This is an optimization exercise on Yosys and OpenROAD, whose aim is small area, not a production implementation.
Where RTL was checked, it was by simulation tests only, not by an equivalence proof against the original.
No functional check of the RTL was part of runs 3 to 5.
No driver is modelled on the clock port, so clocking that relies on it looks cheaper here than on a real chip.
Power is estimated from default activity; no workload was simulated.

--- flow/flow/run.sh ---
#!/bin/bash
# Own layout flow: the standard layout (standard.sh), with three changes:
#  - synthesis runs the standard flow's synthesis script (synth_recipe.tcl) unchanged, except that the final
#    ABC technology mapping tries each flow/abc_*.script (area mappings, no buffering or
#    upsizing) instead of ORFS's speed script and keeps the smallest result; registers and
#    their names are not affected;
#  - buffer_ports puts a sky130_fd_sc_hd__buf_1 on every input and output port;
#  - clock tree synthesis uses clkbuf cells from CTS_BUFS and inserts no dummy loads.
# Each tool's output is in orfs/logs/; make's full output is in own_flow.log.
set -euo pipefail
W=$(pwd)
CTS_BUFS=${CTS_BUFS:-sky130_fd_sc_hd__clkbuf_4 sky130_fd_sc_hd__clkbuf_8}
CTS_EXTRA="-sink_clustering_size 100 -sink_clustering_max_diameter 1000 -sink_clustering_levels 1"
{
  # ABC maps the logic with each of flow/abc_*.script in turn; the smallest result is kept.
  printf 'proc abc {args} {\n'
  printf '  set i [lsearch -exact $args -script]\n'
  printf '  set lib [lindex $args [expr {[lsearch -exact $args -liberty] + 1}]]\n'
  printf '  yosys design -save own_pre_abc\n'
  printf '  set best ""\n'
  printf '  set best_area 1e30\n'
  printf '  foreach s [lsort [glob {%s/flow/abc_*.script}]] {\n' "$W"
  printf '    yosys design -load own_pre_abc\n'
  printf '    set a $args\n'
  printf '    if {$i >= 0} { lset a [expr {$i + 1}] $s }\n'
  printf '    yosys abc {*}$a\n'
  printf '    yosys tee -q -o {%s/own_area.txt} stat -liberty $lib\n' "$W"
  printf '    set f [open {%s/own_area.txt}]\n' "$W"
  printf '    set t [read $f]\n'
  printf '    close $f\n'
  printf '    regexp {Chip area for module [^:]*: +([0-9.]+)} $t -> area\n'
  printf '    puts "own flow: abc script $s gives area $area"\n'
  printf '    if {$area < $best_area} { set best_area $area; set best $s }\n'
  printf '  }\n'
  printf '  yosys design -load own_pre_abc\n'
  printf '  if {$i >= 0} { lset args [expr {$i + 1}] $best }\n'
  printf '  puts "own flow: abc $args"\n'
  printf '  yosys abc {*}$args\n'
  printf '}\n'
  cat synth_recipe.tcl
} > own_synth.tcl
sed -E "s#SYNTH_SCRIPT=[^ ]*#SYNTH_SCRIPT=$W/own_synth.tcl#" standard.sh > own_standard.sh
grep -q "SYNTH_SCRIPT=$W/own_synth.tcl" own_standard.sh
export BUFFER_PORTS_ARGS="-buffer_cell sky130_fd_sc_hd__buf_1"
if [[ -f flow/pre_cts.tcl ]]; then export PRE_CTS_TCL=$W/flow/pre_cts.tcl; fi
export CTS_ARGS="-sink_clustering_enable -repair_clock_nets -buf_list {$CTS_BUFS} -dont_use_dummy_load $CTS_EXTRA"
bash own_standard.sh > own_flow.log 2>&1
--- flow/flow/abc_a3.script ---
strash
dch
amap
topo
--- flow/flow/abc_a6.script ---
strash
&get -n
&st
&syn2
&dch
&nf
&put
strash
dch
map -a
--- flow/flow/abc_b4.script ---
strash
dch
amap
strash
dch
amap
topo
--- flow/flow/abc_c4.script ---
strash
balance
rewrite
refactor
balance
rewrite -z
refactor -z
balance
dch
amap
topo
--- flow/flow/abc_c6.script ---
strash
rewrite
refactor
resub
dch
amap
topo
--- flow/standard.sh ---
#!/bin/bash
# synth_recipe.tcl (not shown) runs the flow's synth.tcl, then flattens the netlist and writes it again
# the make line also repeats each setting of config.mk as NAME=value (left out here)
make -C /OpenROAD-flow-scripts/flow DESIGN_CONFIG=/design/flow/config.mk WORK_HOME=/design/flow/orfs CLKGATE_MAP_FILE= SYNTH_SCRIPT=/design/flow/synth_recipe.tcl "${@:-finish}"
--- flow/config.mk ---
export PLATFORM = sky130hd
export DESIGN_NAME = topModule
export DESIGN_NICKNAME = topModule
export VERILOG_FILES = /design/flow/design.v
export SDC_FILE = /design/flow/constraint.sdc
export NUM_CORES = 4
export LEC_CHECK = 0
export CAP_MARGIN = 20
export CORE_MARGIN = 2
export CORE_UTILIZATION = 40
export SLEW_MARGIN = 20
--- flow/constraint.sdc ---
create_clock -name core_clock -period 10.0 [get_ports {clk}]
set_input_delay 2.0000 -clock core_clock [delete_from_list [all_inputs] [get_ports {clk}]]
set_output_delay 2.0000 -clock core_clock [all_outputs]
set_load 0.01 [all_outputs]
--- flow/design.v ---
module topModule (
    input clk,
    input rst,
    input btnL,
    input [1:0] sw,
    input [3:0] JC_cols,
    input btnR,
    output audio_gain,
    output audio_shutdown,
    output audio_out,
    output [3:0] JC_rows,
    output [3:0] an,
    output reg [6:0] seg
);
    assign audio_shutdown = 1'b1;
    assign audio_gain = 1'b1;
    reg [5:0] c50;
    reg       k1;
    reg [2:0] d5;
    reg       dp;
    wire w50  = c50[5] & c50[4] & c50[0];       
    wire w100 = w50 & k1;                       
    wire tick = w100 & ~dp;                     
    wire ge25 = c50 >= 6'd25;
    wire k4 = ((d5 == 3'd1) & (k1 | ge25)) | ((d5 == 3'd3) & ~k1) |
              ((d5 == 3'd2) & k1 & ge25) | (d5 == 3'd4);
    always @(posedge clk) begin
        if (rst) begin
            c50 <= 0; k1 <= 0; d5 <= 3'd0; dp <= 0;
        end else begin
            c50 <= w50 ? 6'd0 : c50 + 6'd1;
            if (w50) k1 <= ~k1;
            if (w100) begin
                case (d5)
                    3'd0: d5 <= 3'd1;
                    3'd1: d5 <= 3'd3;
                    3'd3: d5 <= 3'd2;
                    3'd2: d5 <= 3'd4;
                    3'd4: d5 <= 3'd0;
                    default: d5 <= 3'd0;
                endcase
                dp <= ~dp;
            end
        end
    end
    reg rl;
    always @(posedge clk) begin
        if (rst) rl <= 1'b1;
        else if (tick) rl <= 1'b0;
    end
    reg [1:0]  status;       
    reg [2:0]  ctr;
    reg [1:0]  pend;         
    reg [4:0]  db;
    reg        validPin;
    reg        play, fail;
    reg [2:0]  tp0, tp1, tp2, tp3;
    reg        tc;
    reg        blv;          
    reg [1:0]  blr;          
    reg        clean;
    reg [4:0]  led;
    reg        adj_set;
    reg [7:0]  cpH, cpL;     
    reg [7:0]  stH, stL;     
    reg [7:0]  lpH, lpL;     
    reg        accS, accL;   
    wire en = tick & (status != 2'd1);
    wire pressed = (JC_cols != 4'b1111);
    wire edge_ = ~db[4] & ~db[2] & ~db[1];      
    wire dbmax = ~db[3] & ~db[2] & ~db[0];      
    reg       scan;
    reg [1:0] rr;
    wire R0 = scan & (rr == 2'd0);
    wire R1 = scan & (rr == 2'd1);
    wire R2 = scan & (rr == 2'd2);
    wire R3 = scan & (rr == 2'd3);
    assign JC_rows = {4{scan}} & {~R3, ~R2, ~R1, ~R0};
    wire K0 = (JC_cols == 4'b1110);
    wire K1 = (JC_cols == 4'b1101);
    wire K2 = (JC_cols == 4'b1011);
    wire K3 = (JC_cols == 4'b0111);
    wire isdig = (R0 & K3) | ((R0 | R1 | R2) & (K0 | K1 | K2));
    wire isC = R3 & K2;
    wire isE = R2 & K3;
    wire isD = R3 & K3;
    wire [3:0] dv = {K2 & ~R0, K1 | (K2 & R0), (K0 & (R1 | R2)) | (K1 & R2) | (K2 & R0),
                     ((K0 | K2) & ~R1) | (K1 & R1)};
    wire kev = en & edge_;
    wire wr = kev & isdig & ~ctr[2];
    wire wr0 = wr & (ctr[1:0] == 2'd0);
    wire wr1 = wr & (ctr[1:0] == 2'd1);
    wire wr2 = wr & (ctr[1:0] == 2'd2);
    wire wr3 = wr & (ctr[1:0] == 2'd3);
    always @(posedge clk) begin
        if (rst) begin
            scan <= 1'b0;
            rr <= 2'd0;
            db <= 5'b01011;
            ctr <= 3'd7;             
            pend <= 2'd3;
            validPin <= 0;
        end else begin
            if (en) begin
                db <= !pressed ? 5'b01011 : (dbmax ? db : {db[3:0], db[4] ^ db[1]});
                if (!pressed)
                begin
                    scan <= 1'b1;
                    rr <= rr + {1'b0, scan};
                end
                validPin <= edge_ & isE & ctr[2];
            end
            if (tick) begin
                case (pend)
                    2'd1: ctr <= ctr + 3'd1;
                    2'd2: ctr <= ctr - 3'd1;
                    2'd3: ctr <= 3'd0;
                    default: ;
                endcase
                pend <= ~kev ? 2'd0 : (isdig & ~ctr[2]) ? 2'd1 : (isC | (isE & ctr[2])) ? 2'd3 :
                        isD ? 2'd2 : 2'd0;
            end
        end
    end
    wire [7:0] cpH_rot = {cpH[6:0], cpH[7] & ~rl};
    wire [7:0] cpL_rot = {cpL[6:0], cpL[7] & ~rl};
    wire [7:0] cpH_wr = {dv[2:0], dv[3], dv[2:0], dv[3]};   
    wire [7:0] wmH = {{3{wr0}}, wr1, {3{wr1}}, wr0};
    wire [7:0] wmL = {{3{wr2}}, wr3, {3{wr3}}, wr2};
    always @(posedge clk) begin
        cpH <= (wmH & cpH_wr) | (~wmH & cpH_rot);
        cpL <= (wmL & cpH_wr) | (~wmL & cpL_rot);
    end
    wire [2:0] rb = 3'd2 - c50[2:0];
    wire rs = rl & ~k1;
    wire kH = (8'h43 >> rb);
    wire kL = (8'h21 >> rb);
    wire ldS = adj_set;                                
    wire tz = ~|{tp0, tp1, tp2, tp3, tc};               
    wire ldL = play & fail & tz;                        
    always @(posedge clk) begin
        stH <= {stH[6:0], ldS ? cpH[7] : (rs ? kH : stH[7])};
        stL <= {stL[6:0], ldS ? cpL[7] : (rs ? kL : stL[7])};
        lpH <= {lpH[6:0], ldL ? cpH[7] : (lpH[7] & ~rl)};
        lpL <= {lpL[6:0], ldL ? cpL[7] : (lpL[7] & ~rl)};
    end
    wire eqS = (cpH[7] == stH[7]) & (cpL[7] == stL[7]);
    wire eqL = (cpH[7] == lpH[7]) & (cpL[7] == lpL[7]);
    always @(posedge clk) begin
        accS <= w50 | (accS & eqS);
        accL <= w50 | (accL & eqL);
    end
    wire match = accS & eqS;           
    wire newfail = ~(accL & eqL);
    wire tend = tp3[2] & tp1[0] & tp1[1] & tp1[2] & tp0[2];    
    wire start = tick & ~clean & (status == 2'd0) & validPin & (match | newfail);
    wire cin = (tick & play & ~tend) | tc;
    wire [3:0] tsum = {1'b0, tp3} + {3'b000, cin};
    always @(posedge clk) begin
        if (rst | start) begin
            tp0 <= 0; tp1 <= 0; tp2 <= 0; tp3 <= 0; tc <= 0;
        end else begin
            tp0 <= tsum[2:0]; tp1 <= tp0; tp2 <= tp1; tp3 <= tp2; tc <= tsum[3];
        end
    end
    always @(posedge clk) begin
        if (rst) begin
            status <= 2'd0;
            play <= 0;
            fail <= 0;
            blv <= 0;
            blr <= 2'd3;
            clean <= 0;
        end else if (tick) begin
            if (play & tend) play <= 0;
            if (start) begin
                play <= 1;
                fail <= ~match;
            end
            if (clean)
                status <= 2'd0;
            else begin
                case (status)
                    2'd0: if (validPin & match) status <= 2'd1;
                    2'd1: if (sw[0]) status <= 2'd3;
                    2'd3: if (validPin) status <= 2'd0;
                    default: ;
                endcase
            end
            if (btnL != blv) begin
                blv <= btnL;
                blr <= 2'd0;
            end else if (blr != 2'd3)
                blr <= blr + 2'd1;
            if (blr == 2'd3) clean <= blv;    
        end
    end
    assign audio_out = play & (fail ? k4 : k1);
    reg [1:0] slot;
    assign an = {~(rl | (slot == 2'd1)), ~(rl | (slot == 2'd2)),
                 ~(rl | (slot == 2'd3)), ~(rl | (slot == 2'd0))};
    reg [3:0] dig;
    always @(*) begin
        case (slot)
            2'd0: dig = cpH[7:4];
            2'd1: dig = cpH[3:0];
            2'd2: dig = cpL[7:4];
            default: dig = cpL[3:0];
        endcase
    end
    wire has  = (ctr > {1'b0, slot});     
    wire has0 = (ctr != 3'd0);
    wire isword = (status == 2'd1) | ((status == 2'd3) & adj_set) | ~has0;
    wire [1:0] wcode = {(status == 2'd0) | ((status == 2'd3) & ~adj_set), (status == 2'd3)};
    wire [4:0] nled = isword ? {1'b1, slot, wcode} : (has ? {1'b0, dig} : 5'b01111);
    always @(posedge clk) begin
        if (rst) begin
            slot <= 2'd0;
            led <= 0;
            adj_set <= 0;
        end else if (tick) begin
            if (status != 2'd3) adj_set <= 0;
            else if (validPin) adj_set <= 1;
            slot <= slot + 2'd1;
            led <= nled;
        end
    end
    always @(*) begin
        seg[6] = (led[3] & led[2]) | (led[4] & led[3] & led[0]) | (~led[4] & led[2] & ~led[1] & ~led[0]) | (led[4] & led[2] & led[1] & led[0]) | (~led[4] & ~led[3] & ~led[2] & ~led[1] & led[0]) | (led[4] & ~led[3] & ~led[2] & led[1] & ~led[0]);
        seg[5] = ~((~led[4] & ~led[2]) | (~led[3] & ~led[1] & ~led[0]) | (~led[3] & led[1] & led[0]) | (led[4] & led[2] & led[1] & ~led[0]));
        seg[4] = (led[4] & led[3] & ~led[2]) | (led[3] & led[2] & led[0]) | (~led[2] & led[1] & ~led[0]) | (led[4] & ~led[3] & led[2] & ~led[1]);
        seg[3] = (led[3] & led[2] & led[0]) | (led[2] & ~led[1] & ~led[0]) | (led[4] & ~led[2] & led[1] & led[0]) | (~led[4] & led[2] & led[1] & led[0]) | (~led[4] & ~led[3] & ~led[2] & ~led[1] & led[0]);
        seg[2] = (~led[4] & led[0]) | (led[3] & led[2] & led[0]) | (~led[4] & led[2] & ~led[1]) | (led[3] & led[1] & led[0]) | (~led[3] & ~led[2] & ~led[1] & led[0]);
        seg[1] = (led[3] & led[2]) | (~led[4] & ~led[2] & led[1]) | (led[2] & led[1] & led[0]) | (led[3] & led[1] & led[0]) | (~led[4] & ~led[3] & ~led[2] & led[0]);
        seg[0] = ~((led[4] & ~led[3] & led[0]) | (led[3] & ~led[2] & ~led[1]) | (~led[3] & led[2] & ~led[1]) | (~led[4] & ~led[2] & led[1]) | (led[3] & led[2] & ~led[0]) | (~led[4] & led[3]) | (~led[4] & led[2] & ~led[0]));
    end
endmodule
==> results.sh, run 1 <==
export IMPL_grt_setup_unrepaired="false"
export IMPL_first_pass_iters=7
export IMPL_grt_pass1_vias=3192
export IMPL_post_cts_resized=0
export IMPL_clockPowerShare=0.308
export IMPL_async_flop_share=0
export IMPL_layout_area_seq_mm2=0.00210
export IMPL_final_antenna_net_count=0
export IMPL_met3_usage=0.0266
export IMPL_clkTransAtPathRegs_ns=0.10
export IMPL_crit_slowest_cell="nor2_1"
export IMPL_critPathBufInv=2
export IMPL_area_growth_synth_to_final_pct=9.07
export IMPL_hpwl_um=6120
export IMPL_antenna_found_initial=0
export IMPL_endpoint_kind="flip-flop"
export IMPL_grt_busiest_layer="met2"
export IMPL_synth_edf_count=0
export IMPL_synth_cell_types=37
export IMPL_p_sw_frac=0.210
export IMPL_core_mm2=0.0102
export IMPL_slew_viol_final=0
export IMPL_setup_viol=0
export IMPL_ys_flop_type="dfxtp_1"
export IMPL_grt_overflow_total=0
export IMPL_tightest_slew_ns=0.959
export IMPL_postCtsHoldBufs=0
export IMPL_p_switching_mw=0.137
export IMPL_globalplace_congestion=0.865
export IMPL_hp_start="stL[0]"
export IMPL_die_area_mm2=0.0112
export IMPL_skew_ns=0.0345
export IMPL_cp_max_fo=16
export IMPL_drc_errors=0
export IMPL_portBuffers=23
export IMPL_crit_chain="nand3_1, nor2_1, clkinv_1, nor2_1, clkinv_1, nor2_1, nand4_1, or3_1, nor3_1, a21oi_1"
export IMPL_die_h_um=106
export IMPL_pwr_share_comb=0.027
export IMPL_via_per_inst=5.19
export IMPL_nets=548
export IMPL_hold_end="stL[1]"
export IMPL_vias=3402
export IMPL_fin_crit_ns=4.64
export IMPL_fin_crit_sh=0.464
export IMPL_use_met2=0.246
export IMPL_netlist_area_leader_share=0.506
export IMPL_hold_viol_final=0
export IMPL_r2r_start="c50[0]"
export IMPL_drv_cap=0
export IMPL_critPathLaunchType="flip-flop"
export IMPL_grtUsageTotal=0.156
export IMPL_rows=37
export IMPL_start_util=0.408
export IMPL_setup_tns_ns=0
export IMPL_power_density_mw_per_mm2=145
export IMPL_grt_util_met1=0.214
export IMPL_path_class="flip-flop to flip-flop"
export IMPL_grt_pass1_wl_um=14200
export IMPL_cts_tree="yes"
export IMPL_wl_per_cell_um=12.5
export IMPL_reg2regPathDepth=10
export IMPL_ys_seq_elements=105
export IMPL_clk_latency_ns=0.36
export IMPL_yosysTopAreaCell="dfxtp_1"
export IMPL_internal_power_mw=0.518
export IMPL_ys_warnings_count=1
export IMPL_netlist_instances=487
export IMPL_irDropWorstVdd_mv=0.0631
export IMPL_reg2reg_slack_ns=5.36
export IMPL_synth_seq_area_share=0.506
export IMPL_wl_um=8180
export IMPL_die_w_um=106
export IMPL_required_ns=10.22
export IMPL_outcome="complete, no violations"
export IMPL_min_path_type="flip-flop to flip-flop"
export IMPL_cp_common_cell="nor2_1"
export IMPL_post_cts_repair_setup_buffers=0
export IMPL_top_level_ports=28
export IMPL_cp_arrival_ns=4.86
export IMPL_p_leak_nw=1.64
export IMPL_slew_limit_headroom=0.358
export IMPL_crit_family="simple AND/OR/NAND/NOR gates"
export IMPL_max_freq_ghz=0.216
export IMPL_netlist_area_mm2=0.00415
export IMPL_cts_made_buffers=9
export IMPL_synth_avg_cell_area_um2=8.52
export IMPL_regToRegEndpoint="cpH[3]"
export IMPL_min_path_cells=0
export IMPL_synth_area_leaders="dfxtp_1 51%, nor2_1 7.2%, clkinv_1 5.7%"
export IMPL_seq_power_share=0.665
export IMPL_multi_input_area_mm2=0.00180
export IMPL_fin_cells=655
export IMPL_cp_num_cells=10
export IMPL_utilization=0.445
export IMPL_clock_sinks=105
export IMPL_grt_max_degree=27
export IMPL_slowest_delay_ns=0.77
export IMPL_fill_cells=1030
export IMPL_yosysMostFrequentCell="dfxtp_1"
export IMPL_num_antenna_cells=0
export IMPL_synthTopCellsByCount="105 x dfxtp_1, 80 x nor2_1, 63 x clkinv_1"
export IMPL_place_inst=646
export IMPL_drt_iter0_markers=147
export IMPL_drive_above_1_share=0.0193
cells by family after synthesis:
kind of cell | synth area share
xor+xnor | 0.00211
other cells | 0.000903
buf+inv | 0.0606
simple gates | 0.166
fa+ha+maj | 0.0530
flops | 0.506
compound gates | 0.211
registers in the layout, indices dropped and copies added, names as in the netlist, 5 cells and up:
name and flops:
cpH 8, cpL 8, lpH 8, lpL 8, stH 8, stL 8, c50 6, db 5
led 5
final cells by class:
cell class | instances | share of cell area
Sequential cell | 105 | 0.464
Tap cell | 136 | 0.0376
Inverter | 63 | 0.0522
Multi-Input combinational cell | 318 | 0.398
Clock buffer | 9 | 0.0274
Timing Repair Buffer | 24 | 0.0207
layout by cell type (no fill, tap or decap), types with 2 or more instances in the layout:
cell       instances
or3_1              2
a211oi_1          20
conb_1             2
a222oi_1           5
o21a_1             2
o2111ai_1          3
clkbuf_8           9
o22ai_1            3
nor2_1            80
a22oi_1            3
a31oi_1            6
buf_1             23
or4_1              2
o311ai_0           3
clkinv_1          63
o21ai_0           27
nand3_1           12
a221oi_1           5
ha_1              16
nand2_1           37
a311oi_1           3
o221ai_1           4
a21oi_1           44
and3_1             7
dfxtp_1          105
nand4_1            3
o32ai_1            3
nor3_1            16
power groups by stage:
stage / combinational, mW / sequential (mW) / clock (mW)
3_5_place_dp: 0.0179 / 0.445 / 0
3_3_place_gp: 0.0175 / 0.445 / 0
2_1_floorplan: 0.0122 / 0.443 / 0
6_report: 0.0178 / 0.436 / 0.202
5_1_grt: 0.0208 / 0.437 / 0.226
4_1_cts: 0.0180 / 0.436 / 0.212
stage by stage:
step / total power [mW] / cell area [µm²] / setup WS [ns] / hold WS [ns]
after CTS: 0.666 / 4530 / 5.37 / 0.310
after detailed placement: 0.463 / 4400 / 5.39 / 0.312
after global placement: 0.463 / 4400 / 5.45 / 0.311
after floorplan: 0.456 / 4160 / 6.24 / 0.310
final: 0.655 / 4530 / 5.36 / 0.308
after global routing: 0.684 / 4530 / 4.82 / 0.308
metal layers:
layer,part of all wire,vias to the layer above,wire length (µm)
met5,0,-,0
met3,0.030,15,246
li1,-,1780,-
met1,0.51,1545,4210
met2,0.44,62,3580
met4,0.018,0,148
worst max path at each step:
stage               slack [ns]      to        from
finish                    5.36  cpH[3]      c50[0]
global route              4.82  cpH[2]      c50[0]
CTS                       5.37  cpH[2]      c50[0]
detailed placement        5.39  cpH[2]      c50[0]
global placement          5.45  cpH[2]      c50[0]
floorplan                 6.24  cpL[1]  JC_cols[3]
==> inputs of run 2 (changes only) <==
--- a/flow/flow/run.sh
+++ b/flow/flow/run.sh
@@ -10,7 +10,7 @@
 set -euo pipefail
 W=$(pwd)
 CTS_BUFS=${CTS_BUFS:-sky130_fd_sc_hd__clkbuf_4 sky130_fd_sc_hd__clkbuf_8}
-CTS_EXTRA="-sink_clustering_size 100 -sink_clustering_max_diameter 1000 -sink_clustering_levels 1"
+CTS_EXTRA=${CTS_EXTRA:-}
 {
   # ABC maps the logic with each of flow/abc_*.script in turn; the smallest result is kept.
   printf 'proc abc {args} {\n'
@@ -43,5 +43,5 @@
 grep -q "SYNTH_SCRIPT=$W/own_synth.tcl" own_standard.sh
 export BUFFER_PORTS_ARGS="-buffer_cell sky130_fd_sc_hd__buf_1"
 if [[ -f flow/pre_cts.tcl ]]; then export PRE_CTS_TCL=$W/flow/pre_cts.tcl; fi
-export CTS_ARGS="-sink_clustering_enable -repair_clock_nets -buf_list {$CTS_BUFS} -dont_use_dummy_load $CTS_EXTRA"
+export CTS_ARGS="-repair_clock_nets -buf_list {$CTS_BUFS} -dont_use_dummy_load $CTS_EXTRA"
 bash own_standard.sh > own_flow.log 2>&1
==> run 2 against run 1 <==
Setup slack unchanged. Hold slack unchanged. Clock-buffer cell count stayed put. Critical path depth unchanged. Still clean on timing, DRC and antenna. Sequential power hardly changed. Final cell count unchanged. Combinational power about the same. Area after synthesis unchanged. Via count stayed put. Synthesized cell count stayed put. Final area is the same.
==> results.sh, run 2 <==
export IMPL_outcome="complete, no violations"
export IMPL_reg2reg_slack_ns=5.36
export IMPL_yosysTopAreaCell="dfxtp_1"
export IMPL_drc_errors=0
export IMPL_post_cts_resized=0
export IMPL_clk_latency_ns=0.36
export IMPL_async_flop_share=0
export IMPL_hold_viol_final=0
export IMPL_vias=3402
export IMPL_via_per_inst=5.19
export IMPL_ys_seq_elements=105
export IMPL_p_sw_frac=0.210
export IMPL_min_path_type="flip-flop to flip-flop"
export IMPL_synth_edf_count=0
export IMPL_yosysMostFrequentCell="dfxtp_1"
export IMPL_ys_flop_type="dfxtp_1"
export IMPL_postCtsHoldBufs=0
export IMPL_cts_made_buffers=9
export IMPL_antenna_found_initial=0
export IMPL_top_level_ports=28
export IMPL_clockPowerShare=0.308
export IMPL_setup_viol=0
export IMPL_drv_cap=0
export IMPL_globalplace_congestion=0.865
export IMPL_start_util=0.408
export IMPL_first_pass_iters=7
export IMPL_path_class="flip-flop to flip-flop"
export IMPL_ys_warnings_count=1
export IMPL_area_growth_synth_to_final_pct=9.07
export IMPL_power_density_mw_per_mm2=145
export IMPL_internal_power_mw=0.518
export IMPL_required_ns=10.22
export IMPL_synth_seq_area_share=0.506
export IMPL_setup_tns_ns=0
export IMPL_fin_crit_ns=4.64
export IMPL_final_antenna_net_count=0
export IMPL_grt_pass1_wl_um=14200
export IMPL_critPathLaunchType="flip-flop"
export IMPL_dp_slack_ns=5.39
export IMPL_die_area_mm2=0.0112
export IMPL_total_power_mw=0.655
export IMPL_grt_max_degree=27
export IMPL_endpoint_kind="flip-flop"
export IMPL_die_w_um=106
export IMPL_final_cell_mix="105 x dfxtp_1, 80 x nor2_1, 63 x clkinv_1, 44 x a21oi_1, 37 x nand2_1"
export IMPL_fill_cells=1030
export IMPL_place_inst=646
export IMPL_reg2regPathDepth=10
export IMPL_grt_pass1_vias=3192
export IMPL_die_h_um=106
export IMPL_num_antenna_cells=0
export IMPL_hold_end="stL[1]"
export IMPL_p_leak_nw=1.64
export IMPL_skew_ns=0.0345
export IMPL_cts_tree="yes"
export IMPL_wl_um=8180
export IMPL_layout_cells_most_common="dfxtp_1"
export IMPL_pwr_share_comb=0.027
export IMPL_r2r_start="c50[0]"
export IMPL_fin_crit_sh=0.464
export IMPL_rows=37
export IMPL_core_mm2=0.0102
export IMPL_post_cts_repair_setup_buffers=0
export IMPL_drive_above_1_share=0.0193
export IMPL_grt_overflow_total=0
export IMPL_clkTransAtPathRegs_ns=0.10
export IMPL_clock_sinks=105
export IMPL_slew_viol_final=0
export IMPL_synth_cell_types=37
export IMPL_drt_iter0_markers=147
export IMPL_synth_area_leaders="dfxtp_1 51%, nor2_1 7.2%, clkinv_1 5.7%"
export IMPL_wl_per_cell_um=12.5
export IMPL_hpwl_um=6120
export IMPL_seq_power_share=0.665
export IMPL_slew_limit_headroom=0.358
export IMPL_synthTopCellsByCount="105 x dfxtp_1, 80 x nor2_1, 63 x clkinv_1"
export IMPL_netlist_instances=487
export IMPL_tightest_slew_ns=0.959
export IMPL_netlist_area_mm2=0.00415
export IMPL_grt_setup_unrepaired="false"
export IMPL_cp_arrival_ns=4.86
export IMPL_hp_start="stL[0]"
export IMPL_irDropWorstVdd_mv=0.0631
export IMPL_layout_setup_ws_ns=5.36
export IMPL_synth_avg_cell_area_um2=8.52
export IMPL_regToRegEndpoint="cpH[3]"
export IMPL_utilization=0.445
export IMPL_max_freq_ghz=0.216
export IMPL_p_switching_mw=0.137
export IMPL_nets=548
export IMPL_fin_cells=655
export IMPL_netlist_area_leader_share=0.506
export IMPL_grtUsageTotal=0.156
export IMPL_min_path_cells=0
export IMPL_cp_max_fo=16
export IMPL_portBuffers=23
==> run 2: cell counts after synthesis <==
Identical to the previous run, type by type.
==> run 2: power by group through the flow <==
| stage | logic, mW | clock network, mW | registers, mW |
|---|---|---|---|
| floorplan | 0.0122 | 0 | 0.443 |
| global placement | 0.0175 | 0 | 0.445 |
| detailed placement | 0.0179 | 0 | 0.445 |
| CTS | 0.0180 | 0.212 | 0.436 |
| global route | 0.0208 | 0.226 | 0.437 |
| finish | 0.0178 | 0.202 | 0.436 |
==> run 2: cells by family after synthesis <==
family / after synthesis / share of synthesized area
AND/OR/NAND/NOR: 162 / 0.166
AO/OA/AOI/OAI: 136 / 0.211
flip-flops: 105 / 0.506
buffers and inverters: 65 / 0.0606
adder cells (fa/ha/maj): 17 / 0.0530
XOR/XNOR: 1 / 0.00211
other: 1 / 0.000903
==> run 2: final cells by class <==
type | instances | area [µm²] | share of cell area
Sequential cell | 105 | 2100 | 0.464
Multi-Input combinational cell | 318 | 1800 | 0.398
Inverter | 63 | 236 | 0.0522
Tap cell | 136 | 170 | 0.0376
Clock buffer | 9 | 124 | 0.0274
Timing Repair Buffer | 24 | 93.8 | 0.0207
==> run 2: worst max-delay path by stage <==
stage	from	to	slack (ns)	depth (start not counted)
2_1_floorplan	JC_cols[3]	cpL[1]	6.24	8
3_3_place_gp	c50[0]	cpH[2]	5.45	10
3_5_place_dp	c50[0]	cpH[2]	5.39	10
4_1_cts	c50[0]	cpH[2]	5.37	10
5_1_grt	c50[0]	cpH[2]	4.82	11
6_report	c50[0]	cpH[3]	5.36	10
==> run 2: routing by layer <==
layer / vias up / GRT usage / share of wire
met4: 0 / 0.0611 / 0.018
met2: 62 / 0.246 / 0.44
li1: 1780 / - / -
met5: - / 0 / 0
met3: 15 / 0.0266 / 0.030
met1: 1545 / 0.214 / 0.51
==> run 2: through the flow <==
stage               hold WS (ns)  cell area (µm²)
floorplan                  0.310             4160
global placement           0.311             4400
detailed placement         0.312             4400
CTS                        0.310             4530
global route               0.308             4530
finish                     0.308             4530
==> run 2: critical path: stages (launching register included) <==
cell	delay (ns)
dfxtp_1	0.47
nand3_1	0.22
nor2_1	0.23
clkinv_1	0.21
nor2_1	0.77
clkinv_1	0.69
nor2_1	0.37
nand4_1	0.23
or3_1	0.44
nor3_1	0.70
a21oi_1	0.17
==> inputs of run 3 (changes only) <==
--- a/flow/design.v
+++ b/flow/design.v
@@ -211,8 +211,8 @@
     wire has  = (ctr > {1'b0, slot});     
     wire has0 = (ctr != 3'd0);
     wire isword = (status == 2'd1) | ((status == 2'd3) & adj_set) | ~has0;
-    wire [1:0] wcode = {(status == 2'd0) | ((status == 2'd3) & ~adj_set), (status == 2'd3)};
-    wire [4:0] nled = isword ? {1'b1, slot, wcode} : (has ? {1'b0, dig} : 5'b01111);
+    wire [1:0] wcode = ((status == 2'd1) ? 2'd0 : ((status == 2'd3) & adj_set) ? 2'd1 : (status == 2'd0) ? 2'd2 : 2'd3);
+    wire [4:0] nled = isword ? {1'b1, wcode, slot} : (has ? {1'b0, dig} : 5'd13);
     always @(posedge clk) begin
         if (rst) begin
             slot <= 2'd0;
@@ -226,12 +226,12 @@
         end
     end
     always @(*) begin
-        seg[6] = (led[3] & led[2]) | (led[4] & led[3] & led[0]) | (~led[4] & led[2] & ~led[1] & ~led[0]) | (led[4] & led[2] & led[1] & led[0]) | (~led[4] & ~led[3] & ~led[2] & ~led[1] & led[0]) | (led[4] & ~led[3] & ~led[2] & led[1] & ~led[0]);
-        seg[5] = ~((~led[4] & ~led[2]) | (~led[3] & ~led[1] & ~led[0]) | (~led[3] & led[1] & led[0]) | (led[4] & led[2] & led[1] & ~led[0]));
-        seg[4] = (led[4] & led[3] & ~led[2]) | (led[3] & led[2] & led[0]) | (~led[2] & led[1] & ~led[0]) | (led[4] & ~led[3] & led[2] & ~led[1]);
-        seg[3] = (led[3] & led[2] & led[0]) | (led[2] & ~led[1] & ~led[0]) | (led[4] & ~led[2] & led[1] & led[0]) | (~led[4] & led[2] & led[1] & led[0]) | (~led[4] & ~led[3] & ~led[2] & ~led[1] & led[0]);
-        seg[2] = (~led[4] & led[0]) | (led[3] & led[2] & led[0]) | (~led[4] & led[2] & ~led[1]) | (led[3] & led[1] & led[0]) | (~led[3] & ~led[2] & ~led[1] & led[0]);
-        seg[1] = (led[3] & led[2]) | (~led[4] & ~led[2] & led[1]) | (led[2] & led[1] & led[0]) | (led[3] & led[1] & led[0]) | (~led[4] & ~led[3] & ~led[2] & led[0]);
-        seg[0] = ~((led[4] & ~led[3] & led[0]) | (led[3] & ~led[2] & ~led[1]) | (~led[3] & led[2] & ~led[1]) | (~led[4] & ~led[2] & led[1]) | (led[3] & led[2] & ~led[0]) | (~led[4] & led[3]) | (~led[4] & led[2] & ~led[0]));
+        seg[6] = (led[4] & led[2] & led[1]) | (led[4] & led[1] & led[0]) | (led[3] & led[2] & led[0]) | (~led[4] & led[2] & ~led[1] & ~led[0]) | (~led[4] & ~led[3] & ~led[2] & ~led[1] & led[0]) | (led[4] & led[3] & ~led[2] & ~led[1] & ~led[0]);
+        seg[5] = ~((~led[4] & ~led[2]) | (~led[3] & ~led[2] & ~led[1]) | (led[3] & ~led[2] & led[0]) | (led[4] & led[3] & led[2] & ~led[1]) | (~led[4] & ~led[1] & ~led[0]) | (~led[4] & led[1] & led[0]));
+        seg[4] = (led[4] & led[2] & led[1]) | (~led[2] & led[1] & ~led[0]) | (led[4] & ~led[3] & ~led[1] & led[0]) | (~led[4] & led[3] & led[2]) | (led[4] & led[3] & ~led[2] & ~led[0]);
+        seg[3] = (led[2] & led[1] & led[0]) | (led[3] & led[2] & ~led[0]) | (led[4] & ~led[3] & ~led[2] & led[0]) | (~led[4] & led[3] & led[2]) | (~led[4] & led[2] & ~led[1] & ~led[0]) | (~led[3] & ~led[2] & ~led[1] & led[0]);
+        seg[2] = (~led[4] & led[0]) | (led[3] & led[2] & led[1]) | (~led[3] & led[2] & ~led[1] & ~led[0]) | (led[2] & led[1] & led[0]);
+        seg[1] = (led[1] & led[0]) | (led[3] & led[2] & led[0]) | (~led[4] & ~led[2] & led[1]) | (led[3] & led[2] & led[1]) | (~led[4] & ~led[3] & ~led[2] & led[0]);
+        seg[0] = (led[2] & led[1] & led[0]) | (led[3] & led[1] & ~led[0]) | (~led[4] & ~led[3] & ~led[2] & ~led[1]) | (led[4] & led[3] & ~led[2] & ~led[1]) | (led[4] & ~led[2] & ~led[1] & ~led[0]);
     end
 endmodule
--- a/flow/flow/run.sh
+++ b/flow/flow/run.sh
@@ -43,5 +43,5 @@
 grep -q "SYNTH_SCRIPT=$W/own_synth.tcl" own_standard.sh
 export BUFFER_PORTS_ARGS="-buffer_cell sky130_fd_sc_hd__buf_1"
 if [[ -f flow/pre_cts.tcl ]]; then export PRE_CTS_TCL=$W/flow/pre_cts.tcl; fi
-export CTS_ARGS="-repair_clock_nets -buf_list {$CTS_BUFS} -dont_use_dummy_load $CTS_EXTRA"
+export CTS_ARGS="-sink_clustering_enable -repair_clock_nets -buf_list {$CTS_BUFS} -dont_use_dummy_load $CTS_EXTRA"
 bash own_standard.sh > own_flow.log 2>&1
==> run 3 against run 2 <==
Final area is 0.41% higher. Sequential share of layout area is 0.19 points lower. Clock power hardly changed. Clock-buffer cell count stayed put. Area after synthesis is 0.27% higher. Critical endpoint is now audio_out.
==> results.sh, run 3 <==
export IMPL_globalplace_congestion=0.894
export IMPL_ys_warnings_count=1
export IMPL_slew_limit_headroom=0.449
export IMPL_critPathLaunchType="flip-flop"
export IMPL_synth_edf_count=0
export IMPL_first_pass_iters=6
export IMPL_synth_cell_types=41
export IMPL_die_w_um=106
export IMPL_final_cell_mix="105 x dfxtp_1, 69 x nor2_1, 64 x clkinv_1, 38 x nand2_1, 36 x a21oi_1"
export IMPL_drv_cap=0
export IMPL_fill_cells=1017
export IMPL_nets=548
export IMPL_hold_viol_final=0
export IMPL_yosysTopAreaCell="dfxtp_1"
export IMPL_synth_area_leaders="dfxtp_1 50%, nor2_1 6.2%, clkinv_1 5.8%"
export IMPL_layout_setup_ws_ns=5.76
export IMPL_cts_tree="yes"
export IMPL_synthMuxAreaShare=0
export IMPL_synthTopCellsByCount="105 x dfxtp_1, 69 x nor2_1, 64 x clkinv_1"
export IMPL_ys_flop_type="dfxtp_1"
export IMPL_irDropWorstVdd_mv=0.0734
export IMPL_slowest_delay_ns=0.45
export IMPL_portBuffers=23
export IMPL_synth_seq_area_share=0.505
export IMPL_dp_slack_ns=5.88
export IMPL_cts_made_buffers=9
export IMPL_num_antenna_cells=0
export IMPL_setup_viol=0
export IMPL_yosysMostFrequentCell="dfxtp_1"
export IMPL_crit_slowest_cell="dfxtp_1"
export IMPL_drive_above_1_share=0.0212
export IMPL_ys_seq_elements=105
export IMPL_area_growth_synth_to_final_pct=9.23
export IMPL_clk_latency_ns=0.37
export IMPL_setup_tns_ns=0
export IMPL_endpoint_kind="output pin"
export IMPL_async_flop_share=0
export IMPL_critPathBufInv=3
export IMPL_crit_family="compound AO/OA/AOI/OAI gates"
export IMPL_cp_common_cell="clkinv_1"
export IMPL_outcome="complete, no violations"
export IMPL_start_util=0.407
export IMPL_die_h_um=106
export IMPL_path_class="flip-flop to output pin"
export IMPL_required_ns=8.00
export IMPL_drt_iter0_markers=171
export IMPL_tightest_slew_ns=0.806
export IMPL_power_density_mw_per_mm2=144
export IMPL_rows=37
export IMPL_post_cts_resized=0
export IMPL_min_path_type="flip-flop to flip-flop"
export IMPL_yosys_area_share_simple=0.164
export IMPL_drc_errors=0
export IMPL_total_power_mw=0.656
export IMPL_grt_max_degree=27
export IMPL_wl_um=8160
export IMPL_post_cts_repair_setup_buffers=0
export IMPL_layout_cells_most_common="dfxtp_1"
export IMPL_final_antenna_net_count=0
export IMPL_cp_arrival_ns=2.24
export IMPL_fin_crit_ns=4.24
export IMPL_core_mm2=0.0102
export IMPL_cp_max_fo=7
export IMPL_clock_sinks=105
export IMPL_antenna_found_initial=0
export IMPL_synth_top_family_by_area="compound AO/OA/AOI/OAI gates"
export IMPL_vias=3451
export IMPL_fin_crit_sh=0.424
export IMPL_synthAdderAreaFrac=0.0529
export IMPL_grtUsageTotal=0.151
export IMPL_synth_avg_cell_area_um2=8.57
export IMPL_grt_pass1_wl_um=13700
export IMPL_p_leak_nw=1.63
export IMPL_postCtsHoldBufs=0
export IMPL_netlist_area_mm2=0.00416
export IMPL_grt_pass1_vias=3032
export IMPL_max_freq_ghz=0.236
export IMPL_grt_setup_unrepaired="false"
export IMPL_via_per_inst=5.27
export IMPL_grt_overflow_total=0
export IMPL_die_area_mm2=0.0112
export IMPL_synth_compound_area_frac=0.216
export IMPL_top_level_ports=28
export IMPL_hpwl_um=6030
export IMPL_netlist_instances=486
export IMPL_wl_per_cell_um=12.5
export IMPL_slew_viol_final=0
export IMPL_synth_xor_area_share=0
export IMPL_netlist_area_leader_share=0.505
export IMPL_skew_ns=0.0367
export IMPL_crit_chain="clkinv_1, ha_1, clkinv_1, o311ai_0, a311oi_1, a31oi_1, a22oi_1, buf_1"
export IMPL_clkTransAtPathRegs_ns=0.11
-- run 3: changes by cell type after synthesis, moves of 3 or more --
cell      before  now
a211oi_1      20   12
a21oi_1       44   36
nand3_1       12    9
o22ai_1        3   10
nor3_1        16   21
nor2_1        80   69
o21ai_0       27   33
-- run 3: cell families after synthesis --
kind of cell,Yosys count
other cells,1
compound gates,139
buf+inv,66
flops,105
fa+ha+maj,17
simple gates,158
-- run 3: area by class of cell --
class / instances / area [µm²] / share of cell area
Tap cell: 136 / 170 / 0.0374
Clock buffer: 9 / 124 / 0.0272
Sequential cell: 105 / 2100 / 0.462
Multi-Input combinational cell: 316 / 1810 / 0.398
Timing Repair Buffer: 25 / 101 / 0.0223
Inverter: 64 / 240 / 0.0528
-- run 3: final timing paths --
check         start         to  slack, ns  cells past startpoint
max          c50[0]  audio_out       5.76                      8
min          lpH[4]     lpH[5]       0.31                      0
max reg2reg  c50[0]     cpL[2]       6.74                     12
min reg2reg  lpH[4]     lpH[5]       0.31                      0
-- run 3: routing by layer --
metal / track usage / share of wire / routed length (µm) / vias up
met2: 0.228 / 0.42 / 3460 / 78
met5: 0 / 0 / 0 / -
met1: 0.208 / 0.51 / 4200 / 1573
met3: 0.0300 / 0.038 / 310 / 15
met4: 0.0658 / 0.022 / 182 / 0
li1: - / - / - / 1785
-- run 3: power by group --
group | internal [mW] | leakage [nW] | total (mW) | switching, mW
Clock | 0.0811 | 0.0647 | 0.203 | 0.122
Combinational | 0.00590 | 0.713 | 0.0177 | 0.0118
Sequential | 0.430 | 0.851 | 0.435 | 0.00483
Total | 0.518 | 1.63 | 0.656 | 0.138
-- run 3: through the flow --
stage          hold slack (ns)   util  instance area (µm²)  cells
2_1_floorplan            0.310      -                 4170    487
3_3_place_gp             0.311  0.432                 4420    646
3_5_place_dp             0.312  0.432                 4420    646
4_1_cts                  0.308  0.444                 4550    655
5_1_grt                  0.315  0.444                 4550    655
6_report                 0.306  0.444                 4550    655
==> inputs of run 4 (changes only) <==
--- a/flow/design.v
+++ b/flow/design.v
@@ -212,7 +212,7 @@
     wire has0 = (ctr != 3'd0);
     wire isword = (status == 2'd1) | ((status == 2'd3) & adj_set) | ~has0;
     wire [1:0] wcode = ((status == 2'd1) ? 2'd0 : ((status == 2'd3) & adj_set) ? 2'd1 : (status == 2'd0) ? 2'd2 : 2'd3);
-    wire [4:0] nled = isword ? {1'b1, wcode, slot} : (has ? {1'b0, dig} : 5'd13);
+    wire [4:0] nled = isword ? {1'b1, wcode, slot} : (has ? {1'b0, dig} : 5'd14);
     always @(posedge clk) begin
         if (rst) begin
             slot <= 2'd0;
@@ -226,12 +226,12 @@
         end
     end
     always @(*) begin
-        seg[6] = (led[4] & led[2] & led[1]) | (led[4] & led[1] & led[0]) | (led[3] & led[2] & led[0]) | (~led[4] & led[2] & ~led[1] & ~led[0]) | (~led[4] & ~led[3] & ~led[2] & ~led[1] & led[0]) | (led[4] & led[3] & ~led[2] & ~led[1] & ~led[0]);
-        seg[5] = ~((~led[4] & ~led[2]) | (~led[3] & ~led[2] & ~led[1]) | (led[3] & ~led[2] & led[0]) | (led[4] & led[3] & led[2] & ~led[1]) | (~led[4] & ~led[1] & ~led[0]) | (~led[4] & led[1] & led[0]));
+        seg[6] = (led[4] & led[2] & led[1]) | (led[4] & led[1] & led[0]) | (~led[4] & led[3] & led[2]) | (led[3] & led[2] & led[0]) | (~led[4] & led[2] & ~led[1] & ~led[0]) | (~led[4] & ~led[3] & ~led[2] & ~led[1] & led[0]) | (led[4] & led[3] & ~led[2] & ~led[1] & ~led[0]);
+        seg[5] = ~((~led[4] & ~led[2]) | (~led[3] & ~led[2] & ~led[1]) | (led[3] & ~led[2] & led[0]) | (led[3] & led[2] & ~led[1]) | (~led[4] & ~led[1] & ~led[0]) | (~led[4] & led[1] & led[0]));
         seg[4] = (led[4] & led[2] & led[1]) | (~led[2] & led[1] & ~led[0]) | (led[4] & ~led[3] & ~led[1] & led[0]) | (~led[4] & led[3] & led[2]) | (led[4] & led[3] & ~led[2] & ~led[0]);
-        seg[3] = (led[2] & led[1] & led[0]) | (led[3] & led[2] & ~led[0]) | (led[4] & ~led[3] & ~led[2] & led[0]) | (~led[4] & led[3] & led[2]) | (~led[4] & led[2] & ~led[1] & ~led[0]) | (~led[3] & ~led[2] & ~led[1] & led[0]);
+        seg[3] = ~((~led[2] & ~led[0]) | (led[3] & ~led[2]) | (led[2] & ~led[1] & led[0]) | (led[4] & ~led[3] & ~led[0]) | (~led[4] & ~led[2] & led[1]) | (~led[3] & led[1] & ~led[0]));
         seg[2] = (~led[4] & led[0]) | (led[3] & led[2] & led[1]) | (~led[3] & led[2] & ~led[1] & ~led[0]) | (led[2] & led[1] & led[0]);
-        seg[1] = (led[1] & led[0]) | (led[3] & led[2] & led[0]) | (~led[4] & ~led[2] & led[1]) | (led[3] & led[2] & led[1]) | (~led[4] & ~led[3] & ~led[2] & led[0]);
-        seg[0] = (led[2] & led[1] & led[0]) | (led[3] & led[1] & ~led[0]) | (~led[4] & ~led[3] & ~led[2] & ~led[1]) | (led[4] & led[3] & ~led[2] & ~led[1]) | (led[4] & ~led[2] & ~led[1] & ~led[0]);
+        seg[1] = (led[1] & led[0]) | (led[3] & led[2] & led[1]) | (~led[4] & ~led[2] & led[1]) | (led[3] & led[2] & led[0]) | (~led[4] & ~led[3] & ~led[2] & led[0]);
+        seg[0] = (led[2] & led[1] & led[0]) | (~led[4] & ~led[3] & ~led[2] & ~led[1]) | (led[4] & led[3] & ~led[2] & ~led[1]) | (led[4] & led[3] & led[1] & ~led[0]) | (led[4] & ~led[2] & ~led[1] & ~led[0]);
     end
 endmodule
==> run 4 against run 3 <==
Power increased by 0.11%. Largest cell class unchanged. Largest power group unchanged. Routed wire length rose by 3.8%. Area after synthesis is 0.18% higher. Critical path type unchanged. Setup slack improved by 0.060 ns.
==> results.sh, run 4 <==
export IMPL_start_util=0.408
export IMPL_synth_seq_area_share=0.504
export IMPL_yosys_area_share_simple=0.170
export IMPL_layout_area_seq_mm2=0.00210
export IMPL_area_growth_synth_to_final_pct=9.21
export IMPL_grtUsageTotal=0.161
export IMPL_clockPowerShare=0.310
export IMPL_ys_seq_elements=105
export IMPL_grt_overflow_total=0
export IMPL_p_sw_frac=0.212
export IMPL_cts_tree="yes"
export IMPL_synth_compound_area_frac=0.211
export IMPL_final_antenna_net_count=0
export IMPL_internal_power_mw=0.518
export IMPL_multi_input_area_mm2=0.00181
export IMPL_grt_pass1_wl_um=14500
export IMPL_max_freq_ghz=0.239
export IMPL_highest_layer="met4"
export IMPL_p_switching_mw=0.139
export IMPL_fill_cells=1044
export IMPL_cts_made_buffers=9
export IMPL_netlist_instances=492
export IMPL_cp_arrival_ns=2.18
export IMPL_wl_met3_um=358
export IMPL_cp_max_fo=7
export IMPL_die_w_um=106
export IMPL_ys_warnings_count=1
export IMPL_drt_iter0_markers=191
export IMPL_synth_avg_cell_area_um2=8.48
export IMPL_tightest_slew_ns=0.703
export IMPL_synth_xor_area_share=0
export IMPL_fin_crit_ns=4.18
export IMPL_yosysMostFrequentCell="dfxtp_1"
export IMPL_netlist_area_mm2=0.00417
export IMPL_path_class="flip-flop to output pin"
export IMPL_grt_pass1_vias=3178
export IMPL_num_antenna_cells=0
export IMPL_clock_sinks=105
export IMPL_synth_edf_count=0
export IMPL_synthAdderAreaFrac=0.0528
export IMPL_post_cts_repair_setup_buffers=0
export IMPL_drv_cap=0
export IMPL_p_leak_nw=1.62
export IMPL_via_per_inst=5.28
export IMPL_synth_cell_types=38
export IMPL_yosysTopAreaCell="dfxtp_1"
export IMPL_wl_um=8470
export IMPL_rows=37
export IMPL_pwr_share_comb=0.028
export IMPL_die_area_mm2=0.0113
export IMPL_final_cell_mix="105 x dfxtp_1, 84 x nor2_1, 65 x clkinv_1, 38 x a21oi_1, 36 x nand2_1"
export IMPL_required_ns=8.00
export IMPL_hpwl_um=6330
export IMPL_async_flop_share=0
export IMPL_hold_viol_final=0
export IMPL_synthTopCellsByCount="105 x dfxtp_1, 84 x nor2_1, 65 x clkinv_1"
export IMPL_slew_limit_headroom=0.527
export IMPL_layout_cells_most_common="dfxtp_1"
export IMPL_slew_viol_final=0
export IMPL_drc_errors=0
export IMPL_die_h_um=106
export IMPL_utilization=0.445
export IMPL_outcome="complete, no violations"
export IMPL_grt_max_degree=27
export IMPL_nets=554
export IMPL_power_density_mw_per_mm2=144
export IMPL_vias=3492
export IMPL_fin_crit_sh=0.418
export IMPL_netlist_area_leader_share=0.504
export IMPL_setup_viol=0
export IMPL_first_pass_iters=4
export IMPL_grt_setup_unrepaired="false"
export IMPL_irDropWorstVdd_mv=0.0574
export IMPL_synth_top_family_by_area="compound AO/OA/AOI/OAI gates"
export IMPL_endpoint_kind="output pin"
export IMPL_min_path_type="flip-flop to flip-flop"
export IMPL_setup_tns_ns=0
export IMPL_globalplace_congestion=0.872
export IMPL_seq_power_share=0.663
export IMPL_wl_per_cell_um=12.8
export IMPL_synth_area_leaders="dfxtp_1 50%, nor2_1 7.6%, clkinv_1 5.9%"
export IMPL_critPathLaunchType="flip-flop"
export IMPL_post_cts_resized=0
export IMPL_clk_latency_ns=0.37
export IMPL_routed_wl_met2_um=3760
export IMPL_ys_flop_type="dfxtp_1"
export IMPL_core_mm2=0.0102
export IMPL_antenna_found_initial=0
export IMPL_postCtsHoldBufs=0
export IMPL_top_level_ports=28
export IMPL_met1_length_um=4140
export IMPL_portBuffers=23
export IMPL_drive_above_1_share=0.0210
export IMPL_skew_ns=0.0252
export IMPL_clkTransAtPathRegs_ns=0.09
export IMPL_synthMuxAreaShare=0
[run 4: cell count changes after synthesis, moves of 2 or more]
| cell | previous run | this run |
|---|---|---|
| a21oi_1 | 36 | 38 |
| nor4_1 | 2 | 4 |
| nor2_1 | 69 | 84 |
| nand2_1 | 38 | 36 |
| o311ai_0 | 4 | 2 |
| and3_1 | 9 | 6 |
| o22ai_1 | 10 | 6 |
| nor3_1 | 21 | 18 |
| or2_0 | 3 | 1 |
| a2111oi_0 | 2 | 0 |
[run 4: worst paths after layout]
kind          start         to  slack, ns  depth (start not counted)
max          c50[0]  audio_out       5.82                          8
min          lpL[3]     lpL[4]       0.33                          0
max reg2reg  c50[0]     cpL[5]       6.55                         12
min reg2reg  lpL[3]     lpL[4]       0.33                          0
[run 4: cell families after synthesis]
family / count (synthesis)
simple gates: 166
fa+ha+maj: 17
buf+inv: 67
flops: 105
other cells: 1
compound gates: 136
[run 4: power by group through the flow]
stage / Clock (mW) / Sequential [mW] / Combinational [mW]
after floorplan: 0 / 0.443 / 0.0123
after global placement: 0 / 0.445 / 0.0181
after detailed placement: 0 / 0.445 / 0.0184
after CTS: 0.211 / 0.435 / 0.0184
after global routing: 0.227 / 0.437 / 0.0215
final: 0.203 / 0.435 / 0.0182
[run 4: worst max-delay path: stages, from the launching register on]
cell and delay, ns:
dfxtp_1 0.47, clkinv_1 0.18, ha_1 0.24, nand2_1 0.07, o211ai_1 0.08, a31oi_1 0.19, a31oi_1 0.07, a221oi_1 0.32
buf_1 0.18
[run 4: metrics by stage]
stage	cells	setup slack, ns	hold slack (ns)	total power, mW	cell area, µm²
after floorplan	493	6.27	0.310	0.455	4170
after CTS	661	5.77	0.332	0.665	4550
after global routing	661	5.65	0.340	0.686	4550
final	661	5.82	0.329	0.657	4550
after global placement	652	5.88	0.310	0.463	4430
after detailed placement	652	5.81	0.312	0.463	4430
[run 4: metal layers]
layer	vias to the layer above	global-route usage
met5	-	0
met4	0	0.0695
met3	15	0.0429
li1	1802	-
met1	1607	0.209
met2	68	0.251
[run 4: final cells by class]
type                            instances  share of cell area
Sequential cell                       105               0.462
Multi-Input combinational cell        321               0.398
Inverter                               65              0.0536
Tap cell                              136              0.0374
Clock buffer                            9              0.0272
Timing Repair Buffer                   25              0.0223
==> inputs of run 5 (changes only) <==
--- a/flow/design.v
+++ b/flow/design.v
@@ -211,7 +211,7 @@
     wire has  = (ctr > {1'b0, slot});     
     wire has0 = (ctr != 3'd0);
     wire isword = (status == 2'd1) | ((status == 2'd3) & adj_set) | ~has0;
-    wire [1:0] wcode = ((status == 2'd1) ? 2'd0 : ((status == 2'd3) & adj_set) ? 2'd1 : (status == 2'd0) ? 2'd2 : 2'd3);
+    wire [1:0] wcode = ((status == 2'd1) ? 2'd0 : ((status == 2'd3) & adj_set) ? 2'd2 : (status == 2'd0) ? 2'd1 : 2'd3);
     wire [4:0] nled = isword ? {1'b1, wcode, slot} : (has ? {1'b0, dig} : 5'd14);
     always @(posedge clk) begin
         if (rst) begin
@@ -226,12 +226,12 @@
         end
     end
     always @(*) begin
-        seg[6] = (led[4] & led[2] & led[1]) | (led[4] & led[1] & led[0]) | (~led[4] & led[3] & led[2]) | (led[3] & led[2] & led[0]) | (~led[4] & led[2] & ~led[1] & ~led[0]) | (~led[4] & ~led[3] & ~led[2] & ~led[1] & led[0]) | (led[4] & led[3] & ~led[2] & ~led[1] & ~led[0]);
-        seg[5] = ~((~led[4] & ~led[2]) | (~led[3] & ~led[2] & ~led[1]) | (led[3] & ~led[2] & led[0]) | (led[3] & led[2] & ~led[1]) | (~led[4] & ~led[1] & ~led[0]) | (~led[4] & led[1] & led[0]));
-        seg[4] = (led[4] & led[2] & led[1]) | (~led[2] & led[1] & ~led[0]) | (led[4] & ~led[3] & ~led[1] & led[0]) | (~led[4] & led[3] & led[2]) | (led[4] & led[3] & ~led[2] & ~led[0]);
-        seg[3] = ~((~led[2] & ~led[0]) | (led[3] & ~led[2]) | (led[2] & ~led[1] & led[0]) | (led[4] & ~led[3] & ~led[0]) | (~led[4] & ~led[2] & led[1]) | (~led[3] & led[1] & ~led[0]));
-        seg[2] = (~led[4] & led[0]) | (led[3] & led[2] & led[1]) | (~led[3] & led[2] & ~led[1] & ~led[0]) | (led[2] & led[1] & led[0]);
+        seg[6] = (led[3] & led[1]) | (led[4] & led[1] & led[0]) | (~led[3] & led[2] & ~led[1] & ~led[0]) | (led[3] & led[2] & led[0]) | (~led[4] & ~led[3] & ~led[2] & ~led[1] & led[0]);
+        seg[5] = (led[3] & led[1]) | (led[4] & led[3] & ~led[2]) | (led[4] & ~led[2] & led[1]) | (led[2] & led[1] & ~led[0]) | (~led[4] & led[2] & ~led[1] & led[0]) | (led[4] & ~led[3] & led[2] & ~led[0]);
+        seg[4] = (led[3] & led[1]) | (led[4] & led[1] & ~led[0]) | (led[4] & ~led[2] & ~led[1] & led[0]) | (~led[2] & led[1] & ~led[0]) | (led[4] & ~led[3] & led[2] & ~led[0]);
+        seg[3] = ~((~led[2] & ~led[0]) | (led[4] & ~led[3] & led[2]) | (led[3] & ~led[1] & led[0]) | (~led[4] & ~led[2] & led[1]) | (~led[3] & led[1] & ~led[0]) | (led[2] & ~led[1] & led[0]));
+        seg[2] = (~led[4] & led[0]) | (led[3] & led[2] & led[1]) | (~led[4] & led[2] & ~led[1]) | (led[3] & led[1] & led[0]) | (led[4] & led[3] & ~led[2] & ~led[1] & ~led[0]);
         seg[1] = (led[1] & led[0]) | (led[3] & led[2] & led[1]) | (~led[4] & ~led[2] & led[1]) | (led[3] & led[2] & led[0]) | (~led[4] & ~led[3] & ~led[2] & led[0]);
-        seg[0] = (led[2] & led[1] & led[0]) | (~led[4] & ~led[3] & ~led[2] & ~led[1]) | (led[4] & led[3] & ~led[2] & ~led[1]) | (led[4] & led[3] & led[1] & ~led[0]) | (led[4] & ~led[2] & ~led[1] & ~led[0]);
+        seg[0] = (led[3] & led[1] & led[0]) | (~led[4] & ~led[3] & ~led[2] & ~led[1]) | (led[4] & ~led[3] & led[2] & ~led[1]) | (led[4] & led[2] & led[1] & ~led[0]) | (~led[4] & led[2] & led[1] & led[0]) | (led[4] & ~led[3] & ~led[1] & ~led[0]);
     end
 endmodule
==> run 5 against run 4 <==
Hold slack got worse by 0.016 ns. Final area is 0.36% lower. Critical path depth up 2. Critical path type is now flip-flop to flip-flop. Largest cell class unchanged.
==> results.sh, run 5 <==
export IMPL_wl_per_cell_um=12.9
export IMPL_async_flop_share=0
export IMPL_multi_input_area_mm2=0.00183
export IMPL_drive_above_1_share=0.0190
export IMPL_drt_iter0_markers=286
export IMPL_critPathLaunchType="flip-flop"
export IMPL_synth_avg_cell_area_um2=8.41
export IMPL_grtUsageTotal=0.162
export IMPL_core_mm2=0.0102
export IMPL_fin_crit_ns=4.57
export IMPL_layout_cells_most_common="dfxtp_1"
export IMPL_synth_cell_types=40
export IMPL_setup_tns_ns=0
export IMPL_slowest_delay_ns=0.76
export IMPL_min_path_type="flip-flop to flip-flop"
export IMPL_area_growth_synth_to_final_pct=9.05
export IMPL_hold_viol_final=0
export IMPL_nets=556
export IMPL_tightest_slew_ns=0.868
export IMPL_cp_arrival_ns=4.77
export IMPL_ys_warnings_count=1
export IMPL_grt_setup_unrepaired="false"
export IMPL_postCtsHoldBufs=0
export IMPL_placed_area_mm2=0.00441
export IMPL_post_cts_resized=0
export IMPL_drv_cap=0
export IMPL_path_class="flip-flop to flip-flop"
export IMPL_skew_ns=0.0241
export IMPL_ys_seq_elements=105
export IMPL_hpwl_um=6330
export IMPL_portBuffers=23
export IMPL_cts_made_buffers=9
export IMPL_start_util=0.407
export IMPL_final_antenna_net_count=0
export IMPL_whs_ns=0.313
export IMPL_yosysTopAreaCell="dfxtp_1"
export IMPL_first_pass_iters=5
export IMPL_ys_flop_type="dfxtp_1"
export IMPL_netlist_area_leader_share=0.505
export IMPL_crit_slowest_cell="clkinv_1"
export IMPL_drc_errors=0
export IMPL_crit_chain="nand3_1, clkinv_1, nand2_1, nor2_1, clkinv_1, nor2_1, nand3b_1, or3_1, nor3_1, a21oi_1"
export IMPL_synthTopCellsByCount="105 x dfxtp_1, 97 x nor2_1, 58 x clkinv_1"
export IMPL_cts_tree="yes"
export IMPL_die_w_um=106
export IMPL_p_leak_nw=1.61
export IMPL_max_freq_ghz=0.219
export IMPL_grt_max_degree=22
export IMPL_final_cell_mix="105 x dfxtp_1, 97 x nor2_1, 58 x clkinv_1, 40 x a21oi_1, 33 x nand2_1"
export IMPL_netlist_instances=495
export IMPL_cp_max_fo=21
export IMPL_globalplace_congestion=0.873
export IMPL_irDropWorstVdd_mv=0.113
export IMPL_netlist_area_mm2=0.00416
export IMPL_rows=37
export IMPL_outcome="complete, no violations"
export IMPL_synth_area_leaders="dfxtp_1 51%, nor2_1 8.7%, clkinv_1 5.2%"
export IMPL_wl_um=8580
export IMPL_synth_seq_area_share=0.505
export IMPL_num_antenna_cells=0
export IMPL_power_density_mw_per_mm2=145
export IMPL_grt_pass1_wl_um=14700
export IMPL_top_level_ports=28
export IMPL_yosysMostFrequentCell="dfxtp_1"
export IMPL_clkTransAtPathRegs_ns=0.09
export IMPL_die_h_um=106
export IMPL_post_cts_repair_setup_buffers=0
export IMPL_setup_viol=0
export IMPL_die_area_mm2=0.0112
export IMPL_clk_latency_ns=0.36
export IMPL_fin_crit_sh=0.457
export IMPL_endpoint_kind="flip-flop"
export IMPL_slew_viol_final=0
export IMPL_grt_pass1_vias=3238
export IMPL_clock_sinks=105
export IMPL_fin_area_mm2=0.00454
export IMPL_antenna_found_initial=0
export IMPL_required_ns=10.20
export IMPL_grt_overflow_total=0
export IMPL_slew_limit_headroom=0.417
export IMPL_fill_cells=1011
export IMPL_vias=3492
export IMPL_layout_area_seq_mm2=0.00210
export IMPL_synth_edf_count=0
export IMPL_via_per_inst=5.27
-- run 5: metrics by stage --
step | total power [mW] | utilization | setup slack, ns | instances
floorplan | 0.458 | - | 6.26 | 496
global placement | 0.465 | 0.431 | 5.58 | 654
detailed placement | 0.466 | 0.431 | 5.41 | 654
CTS | 0.669 | 0.444 | 5.42 | 663
global route | 0.689 | 0.444 | 4.90 | 663
finish | 0.659 | 0.444 | 5.43 | 663
-- run 5: cell type report --
type | instances | area share
tap | 136 | 0.0375
clock buffer | 9 | 0.0273
multi-input combinational | 331 | 0.403
timing repair buffer | 24 | 0.0207
sequential | 105 | 0.463
inverter | 58 | 0.0480
-- run 5: worst paths after layout --
check	from	to	slack (ns)	cells after the start
max reg2reg	c50[0]	cpL[2]	5.43	10
min	stH[5]	stH[6]	0.31	0
min reg2reg	stH[5]	stH[6]	0.31	0
max	c50[0]	cpL[2]	5.43	10
-- run 5: routing by layer --
metal | global-route usage | vias up | part of all wire | wire, µm
met1 | 0.214 | 1629 | 0.49 | 4200
met5 | 0 | - | 0 | 0
met4 | 0.0479 | 0 | 0.013 | 112
met3 | 0.0441 | 13 | 0.046 | 395
li1 | - | 1781 | - | -
met2 | 0.262 | 69 | 0.45 | 3870
-- run 5: cells by family after synthesis --
family | after synthesis | synth area share
buf+inv | 60 | 0.0559
fa+ha+maj | 17 | 0.0529
compound gates | 119 | 0.184
simple gates | 193 | 0.201
flops | 105 | 0.505
other cells | 1 | 0.000901
-- run 5: critical path: cells and delay by family (launching register included) --
kind | cells | cell delay [ns]
buffers and inverters | 2 | 0.87
AO/OA/AOI/OAI | 1 | 0.18
flip-flops | 1 | 0.48
AND/OR/NAND/NOR | 7 | 2.87
-- run 5: report_power, final --
part	leakage (nW)	internal, mW	switching (mW)	total [mW]
Sequential	0.852	0.432	0.00495	0.437
Combinational	0.692	0.00705	0.0127	0.0197
Clock	0.0647	0.0810	0.121	0.202
Total	1.61	0.520	0.139	0.659

[what the ideal ports hide]
No port has a modelled driver above. Below, the same layouts with a new extraction and two added sets of constraints.
Step 1: set_driving_cell puts a clkbuf_16 on clk and a buf_2 on each other input, an assumption about the parent block.
Step 2 moves the port delays by t, midway between the first and last clock arrival at a register: inputs arrive t later, outputs are due t later. That takes back most of the time a late clock gives input paths.
Three values: ideal, step 1, step 2; two values: the first two.
| run | t (ns) | setup WS [ns] | pins driven straight from the clock port |
|---|---|---|---|
| run 1 | 0.373 | 5.363 / 5.363 / 5.363 | 1 |
| run 2 | 0.373 | 5.363 / 5.363 / 5.363 | 1 |
| run 3 | 0.380 | 5.762 / 5.730 / 5.852 | 1 |
| run 4 | 0.386 | 5.822 / 5.790 / 5.818 | 1 |
| run 5 | 0.386 | 5.435 / 5.435 / 5.435 | 1 |
After both steps every run listed still meets setup and hold. The setup slack of run 4, which loses most, moves by -0.032 ns with the drivers and by -0.004 ns with both steps.
